What follows belongs to an exercise in optimizing a design on an open flow for small area; a production flow would make more cautious choices. Function was checked by simulation only, so behaviour that the tests miss may differ from the original. The flow treats the clock pin as an ideal source, which a real chip does not have. Power figures rest on the tool's default switching activity, not on a simulated workload.

Design DE1_SoC, start of the top module:
module DE1_SoC (CLOCK_50, reset, HEX0, KEY, SW, GPIO_1);
	input  logic CLOCK_50;
	input  logic reset;
	output logic [6:0] HEX0;
	input  logic [3:0] KEY;
	input  logic [1:0] SW;
	output logic [35:0] GPIO_1;
	function automatic logic [3:0] lane_a(input logic [3:0] r);
		logic r6;
		r6 = (r == 4'd6);
		lane_a = {r6, 1'b0, r6, r6 | (r == 4'd7) | (r == 4'd11) | (r == 4'd12) | (r == 4'd13) | (r == 4'd14)};
	endfunction
	function automatic logic [3:0] lane_b(input logic [3:0] r);
		lane_b = {(r == 4'd3) | (r == 4'd7) | (r == 4'd12) | (r == 4'd13) | (r == 4'd14),
		          r == 4'd5, r == 4'd2, r == 4'd1};
	endfunction
	logic [3:0] b0, b1n, b2;
	logic [3:0] nrst;
	assign nrst = {4{~reset}};
	always_ff @(posedge CLOCK_50) begin
		b0  <= ~KEY & nrst;
		b1n <= ~(b0 & nrst);
		b2  <= ~b1n & nrst;
	end
	logic [3:0] pulse;
	assign pulse = b2 & b1n;    
	logic [9:0] cnt;
	logic [3:0] rot;
	logic shift;
	always_comb begin
		case (SW)
  ...
Size in the first run: roughly 310 cells after synthesis, ~51 I/O pins, ~2200 µm² of cells after synthesis.
Settings: LEC_CHECK=0, CAP_MARGIN=20, CORE_MARGIN=2, CORE_UTILIZATION=40, PLACE_DENSITY=0.6, SLEW_MARGIN=20; clock period 8.0 ns.
standard.sh (not shown) runs the stock make flow with config.mk's settings and CLKGATE_MAP_FILE= SYNTH_SCRIPT=/design/flow/synth_recipe.tcl, a recipe that flattens the netlist after the stock synthesis.
==> flow/flow/run.sh <==
#!/bin/bash
# Layout flow: the standard ORFS flow (standard.sh) with three changes.
#  1. After the standard synthesis, the combinational logic is re-mapped for area with
#     ABC (flow/resyn.tcl, driven by flow/resyn_loop.sh); the registers are left as that
#     synthesis made them. Several ABC runs are tried and the smallest netlist is kept.
#  2. Port buffers use sky130_fd_sc_hd__buf_1 (every port still gets its buffer).
#  3. Clock tree synthesis is replaced by one clock buffer at the centre of the registers
#     (flow/pre_cts.tcl); every register's clock goes through it.
# Each tool's output goes to a log file of its own in the work folder.
set -euo pipefail
WORK=$PWD
export BUFFER_PORTS_ARGS="-buffer_cell sky130_fd_sc_hd__buf_1"
export PRE_CTS_TCL=$WORK/flow/pre_cts.tcl

bash standard.sh synth > log_1_standard_synth.log 2>&1

RES=$WORK/orfs/results/$FLOW_PLATFORM/DE1_SoC/base
export YOSYS=$FLOW_HOME/../tools/install/yosys/bin/yosys
[[ -x $YOSYS ]] || YOSYS=yosys
export RESYN_LIB=$FLOW_HOME/platforms/$FLOW_PLATFORM/lib/sky130_fd_sc_hd__tt_025C_1v80.lib
export RESYN_DONTUSE="$(tr '\n' ' ' < $WORK/flow/dont_use.txt)"
cp $RES/1_2_yosys.v $WORK/std_1_2_yosys.v
bash $WORK/flow/resyn_loop.sh $WORK/std_1_2_yosys.v $WORK/resyn_1_2_yosys.v $WORK/resyn 2 ${NUM_CORES:-4} 30 > log_2_resyn.log 2>&1
if [[ -s $WORK/resyn_1_2_yosys.v ]] && grep -q "^final [0-9]" $WORK/resyn/areas.txt; then
  cp $WORK/resyn_1_2_yosys.v $RES/1_2_yosys.v
  rm -f $RES/1_synth.odb $RES/1_synth.sdc
fi

bash standard.sh > log_3_standard_layout.log 2>&1
==> flow/flow/pre_cts.tcl <==
# Runs before clock tree synthesis (PRE_CTS_TCL). The design has few registers, so one
# clock buffer at the centre of the registers drives them all, in place of a clock tree:
# every register's clock arrives through the same buffer. clock_tree_synthesis is then
# skipped; the rest of the CTS step (placement legalisation, timing repair) runs as usual.
set block [ord::get_db_block]
set dbu [$block getDbUnitsPerMicron]
set sx 0.0; set sy 0.0; set n 0
foreach inst [$block getInsts] {
  if {[[$inst getMaster] isSequential]} {
    set bb [$inst getBBox]
    set sx [expr {$sx + ([$bb xMin] + [$bb xMax]) / 2.0}]
    set sy [expr {$sy + ([$bb yMin] + [$bb yMax]) / 2.0}]
    incr n
  }
}
set x [expr {$sx / $n / $dbu}]
set y [expr {$sy / $n / $dbu}]
puts "pre_cts: $n registers, clock buffer at $x $y"
insert_buffer -buffer_cell sky130_fd_sc_hd__clkbuf_8 -net CLOCK_50 -location [list $x $y] \
  -buffer_name clkbuf_root -net_name clknet_root
[$block findNet clknet_root] setSigType CLOCK
[$block findNet CLOCK_50] setSigType CLOCK
set_propagated_clock [all_clocks]
proc clock_tree_synthesis {args} { puts "clock_tree_synthesis skipped: one clock buffer drives all registers" }
Other scripts of this flow, unchanged in this note and not shown: flow/flow/dont_use.txt, flow/flow/resyn.tcl, flow/flow/resyn_loop.sh
The baseline did not get past clock tree synthesis.
Then changed:
--- a/flow/flow/run.sh
+++ b/flow/flow/run.sh
@@ -6,4 +6,4 @@
 #  2. Port buffers use sky130_fd_sc_hd__buf_1 (every port still gets its buffer).
-#  3. Clock tree synthesis is replaced by one clock buffer at the centre of the registers
-#     (flow/pre_cts.tcl); every register's clock goes through it.
+#  3. Clock tree synthesis builds its tree from sky130_fd_sc_hd__clkbuf_4 and inserts no
+#     dummy loads.
 # Each tool's output goes to a log file of its own in the work folder.
@@ -12,3 +12,3 @@
 export BUFFER_PORTS_ARGS="-buffer_cell sky130_fd_sc_hd__buf_1"
-export PRE_CTS_TCL=$WORK/flow/pre_cts.tcl
+export CTS_ARGS="-sink_clustering_enable -repair_clock_nets -dont_use_dummy_load -buf_list sky130_fd_sc_hd__clkbuf_4 -root_buf sky130_fd_sc_hd__clkbuf_4"
 
removed: flow/flow/pre_cts.tcl
Effect:
- This time the run went through all stages and came out clean
- synthesized cell count came out higher slightly
- synthesized area went up slightly


The RTL this note starts from:
==> flow/design.v <==
module DE1_SoC (CLOCK_50, reset, HEX0, KEY, SW, GPIO_1);
	input  logic CLOCK_50;
	input  logic reset;
	output logic [6:0] HEX0;
	input  logic [3:0] KEY;
	input  logic [1:0] SW;
	output logic [35:0] GPIO_1;
	function automatic logic [3:0] lane_a(input logic [3:0] r);
		logic r6;
		r6 = (r == 4'd6);
		lane_a = {r6, 1'b0, r6, r6 | (r == 4'd7) | (r == 4'd11) | (r == 4'd12) | (r == 4'd13) | (r == 4'd14)};
	endfunction
	function automatic logic [3:0] lane_b(input logic [3:0] r);
		lane_b = {(r == 4'd3) | (r == 4'd7) | (r == 4'd12) | (r == 4'd13) | (r == 4'd14),
		          r == 4'd5, r == 4'd2, r == 4'd1};
	endfunction
	logic [3:0] b0, b1n, b2;
	logic [3:0] nrst;
	assign nrst = {4{~reset}};
	always_ff @(posedge CLOCK_50) begin
		b0  <= ~KEY & nrst;
		b1n <= ~(b0 & nrst);
		b2  <= ~b1n & nrst;
	end
	logic [3:0] pulse;
	assign pulse = b2 & b1n;    
	logic [9:0] cnt;
	logic [3:0] rot;
	logic shift;
	always_comb begin
		case (SW)
			2'd0: shift = &cnt[9:5] & cnt[3];                  
			2'd1: shift = cnt >= 10'd500;
			2'd2: shift = cnt >= 10'd200;
			default: shift = cnt >= 10'd100;
		endcase
	end
	always_ff @(posedge CLOCK_50) begin
		if (reset | shift) cnt <= 10'd0;
		else cnt <= cnt + 10'd1;
		rot <= (rot + {3'b0, shift}) & {4{~reset}};
	end
	logic [3:0] frogRow, frogCol;
	logic hit, mid, vps;
	logic [3:0] fA, fB;
	logic [1:0] ra, rb, ra2;
	assign ra = rot[3:2];
	assign rb = rot[1:0];
	assign ra2 = ra + {1'b0, |rb};    
	assign fA = lane_a(frogRow);
	assign fB = lane_b(frogRow);
	assign hit = ((frogCol[1:0] == rb) & fA[frogCol[3:2] - ra])
	           | ((frogCol[1:0] + 2'd1 == rb) & fB[frogCol[3:2] - ra2]);
	logic rInc, rDec, cInc, cDec;
	logic [3:0] rt, ct;
	assign rInc = pulse[2] & ~&frogRow;
	assign rDec = pulse[1] & |frogRow & ~rInc;
	assign cInc = pulse[3] & ~&frogCol;
	assign cDec = pulse[0] & |frogCol & ~cInc;
	always_comb begin
		rt[0] = rInc | rDec;
		ct[0] = cInc | cDec;
		for (int i = 1; i < 4; i++) begin
			rt[i] = rt[i-1] & (frogRow[i-1] ^ rDec);
			ct[i] = ct[i-1] & (frogCol[i-1] ^ cDec);
		end
	end
	always_ff @(posedge CLOCK_50) begin
		if (reset | mid | hit) begin
			frogRow <= 4'd0; frogCol <= 4'd7;
		end else begin
			frogRow <= frogRow ^ rt;
			frogCol <= frogCol ^ ct;
		end
	end
	logic atBottom, inc;
	logic [3:0] score;
	assign atBottom = (frogRow == 4'd15);
	assign inc = ~vps & atBottom;
	always_ff @(posedge CLOCK_50) begin
		mid <= vps;
		vps <= ~(reset | mid) & inc;
		score <= (score + {3'b0, inc}) & {4{inc | ~reset}};
	end
	always_comb begin
		case (score)
			4'd0: HEX0 = 7'b1000000;
			4'd2: HEX0 = 7'b1111001;
			4'd4: HEX0 = 7'b0100100;
			4'd6: HEX0 = 7'b0110000;
			default: HEX0 = 7'b1111111;
		endcase
	end
	logic [3:0] rs;
	always_ff @(posedge CLOCK_50) begin
		if (reset) rs <= 4'd0;
		else rs <= rs + 4'd1;
	end
	logic [15:0] red;
	logic [3:0] sA, sB, Ar, Br;
	assign sA = lane_a(rs);
	assign sB = lane_b(rs);
	always_comb begin
		for (int p = 0; p < 4; p++) begin
			Ar[p] = sA[2'(p - ra)];
			Br[p] = sB[2'(p - ra2)];
		end
		for (int p = 0; p < 4; p++)
			for (int q = 0; q < 4; q++)
				red[4*p+q] = ((2'(q) == rb) & Ar[p]) | ((2'(q+1) == rb) & Br[p]);
	end
	always_comb begin
		GPIO_1[35:32] = rs;
		for (int i = 0; i < 16; i++) begin
			GPIO_1[31-i] = (frogRow == rs) && (frogCol == i[3:0]);
			GPIO_1[15-i] = red[i];
		end
	end
endmodule
clock: 8.0 ns
lec_check: 0
cap_margin: 20
core_margin: 2
core_utilization: 40
place_density: 0.6
slew_margin: 20
==> flow/flow/run.sh <==
#!/bin/bash
# Layout flow: the standard ORFS flow (standard.sh) with three changes.
#  1. After the standard synthesis, the combinational logic is re-mapped for area with
#     ABC (flow/resyn.tcl); the registers are left as that synthesis made them. Several
#     ABC scripts are tried and the netlist with the smallest cell area is kept.
#  2. Port buffers use sky130_fd_sc_hd__buf_1 (every port still gets its buffer).
#  3. Clock tree synthesis inserts no dummy loads.
# Each tool's output goes to a log file of its own in the work folder.
set -euo pipefail
WORK=$PWD
export BUFFER_PORTS_ARGS="-buffer_cell sky130_fd_sc_hd__buf_1"
export CTS_ARGS="-sink_clustering_enable -repair_clock_nets -dont_use_dummy_load -buf_list {sky130_fd_sc_hd__clkbuf_2 sky130_fd_sc_hd__clkbuf_4}"

bash standard.sh synth > log_1_standard_synth.log 2>&1

RES=$WORK/orfs/results/$FLOW_PLATFORM/DE1_SoC/base
YOSYS=$FLOW_HOME/../tools/install/yosys/bin/yosys
[[ -x $YOSYS ]] || YOSYS=yosys
export RESYN_LIB=$FLOW_HOME/platforms/$FLOW_PLATFORM/lib/sky130_fd_sc_hd__tt_025C_1v80.lib
export RESYN_DONTUSE="$(tr '\n' ' ' < $WORK/flow/dont_use.txt)"
cp $RES/1_2_yosys.v $WORK/std_1_2_yosys.v
export RESYN_IN=$WORK/std_1_2_yosys.v

mkdir -p $WORK/resyn
best=""; bestarea=""
pids=()
for s in $WORK/flow/abc_*.script; do
  n=$(basename $s .script)
  ( RESYN_SCRIPT=$s RESYN_OUT=$WORK/resyn/$n.v timeout 900 $YOSYS -c $WORK/flow/resyn.tcl > $WORK/log_2_resyn_$n.log 2>&1 || true ) &
  pids+=($!)
done
wait "${pids[@]}"
for s in $WORK/flow/abc_*.script; do
  n=$(basename $s .script)
  [[ -f $WORK/resyn/$n.v.stat ]] || continue
  a=$(sed -n "s/.*Chip area for top module.*: *//p" $WORK/resyn/$n.v.stat)
  [[ -n $a ]] || continue
  echo "$n $a" >> $WORK/resyn/areas.txt
  if [[ -z $bestarea ]] || awk "BEGIN{exit !($a < $bestarea)}"; then best=$n; bestarea=$a; fi
done
if [[ -n $best ]]; then
  echo "using $best ($bestarea)" >> $WORK/resyn/areas.txt
  cp $WORK/resyn/$best.v $RES/1_2_yosys.v
  rm -f $RES/1_synth.odb $RES/1_synth.sdc
fi

bash standard.sh > log_3_standard_layout.log 2>&1
Other scripts of this flow, unchanged in this note and not shown: flow/flow/abc_a.script, flow/flow/abc_b.script, flow/flow/abc_c.script, flow/flow/abc_d.script, flow/flow/dont_use.txt, flow/flow/resyn.tcl
Edit:
--- a/flow/flow/run.sh
+++ b/flow/flow/run.sh
@@ -11,3 +11,3 @@
 export BUFFER_PORTS_ARGS="-buffer_cell sky130_fd_sc_hd__buf_1"
-export CTS_ARGS="-sink_clustering_enable -repair_clock_nets -dont_use_dummy_load -buf_list {sky130_fd_sc_hd__clkbuf_2 sky130_fd_sc_hd__clkbuf_4}"
+export CTS_ARGS="-sink_clustering_enable -repair_clock_nets -dont_use_dummy_load -sink_clustering_size 50 -sink_clustering_max_diameter 500"
 
Effect: Die area does not change. Setup slack improved by 0.086 ns. Cell area grows by 1.2%. Via count shrinks by 0.34%. Synthesized area stays the same.
Edit:
--- a/flow/flow/run.sh
+++ b/flow/flow/run.sh
@@ -11,3 +11,3 @@
 export BUFFER_PORTS_ARGS="-buffer_cell sky130_fd_sc_hd__buf_1"
-export CTS_ARGS="-sink_clustering_enable -repair_clock_nets -dont_use_dummy_load -sink_clustering_size 50 -sink_clustering_max_diameter 500"
+export CTS_ARGS="-sink_clustering_enable -repair_clock_nets -dont_use_dummy_load -buf_list sky130_fd_sc_hd__clkbuf_4 -root_buf sky130_fd_sc_hd__clkbuf_4"
 
The new run finished with timing, DRC and antenna clean.
Setup slack gets worse by 0.086 ns.
Total power decreases by 7.3%.
Global-route usage is unchanged.
Worst hold slack gets better by 0.0095 ns.
Flip-flop and latch count stays the same.

## port drivers added, routing unchanged
The results above use ideal ports. As a check the final layouts listed here were re-extracted and re-timed, cells and wires unchanged.
Step 1 assumes that a clkbuf_16 drives the clock port and a buf_2 every other input.
Step 2 times the ports against the registers' clock, not the clock port: input delays grow and output delays shrink by t, the midpoint of the rising clock arrivals with the driver on.
Slacks: no drivers / after step 1 / after step 2; pairs: no drivers / after step 1.
| run | t (ns) | setup WS [ns] | latest minus earliest clock arrival (ns) | slew at the worst register clock pin (ns) |
|---|---|---|---|---|
| the second run of note 1 | 0.363 | 3.850 / 3.823 / 4.187 | 0.019 / 0.019 | 0.12 / 0.12 |
| the first run of note 2 | 0.362 | 3.766 / 3.741 / 4.103 | 0.012 / 0.012 | 0.12 / 0.12 |
| the second run of note 2 | 0.310 | 3.851 / 3.823 / 4.134 | 0.009 / 0.009 | 0.08 / 0.08 |
| the third run of note 2 | 0.362 | 3.766 / 3.741 / 4.103 | 0.012 / 0.012 | 0.12 / 0.12 |
After both steps setup and hold are still met in every run listed.
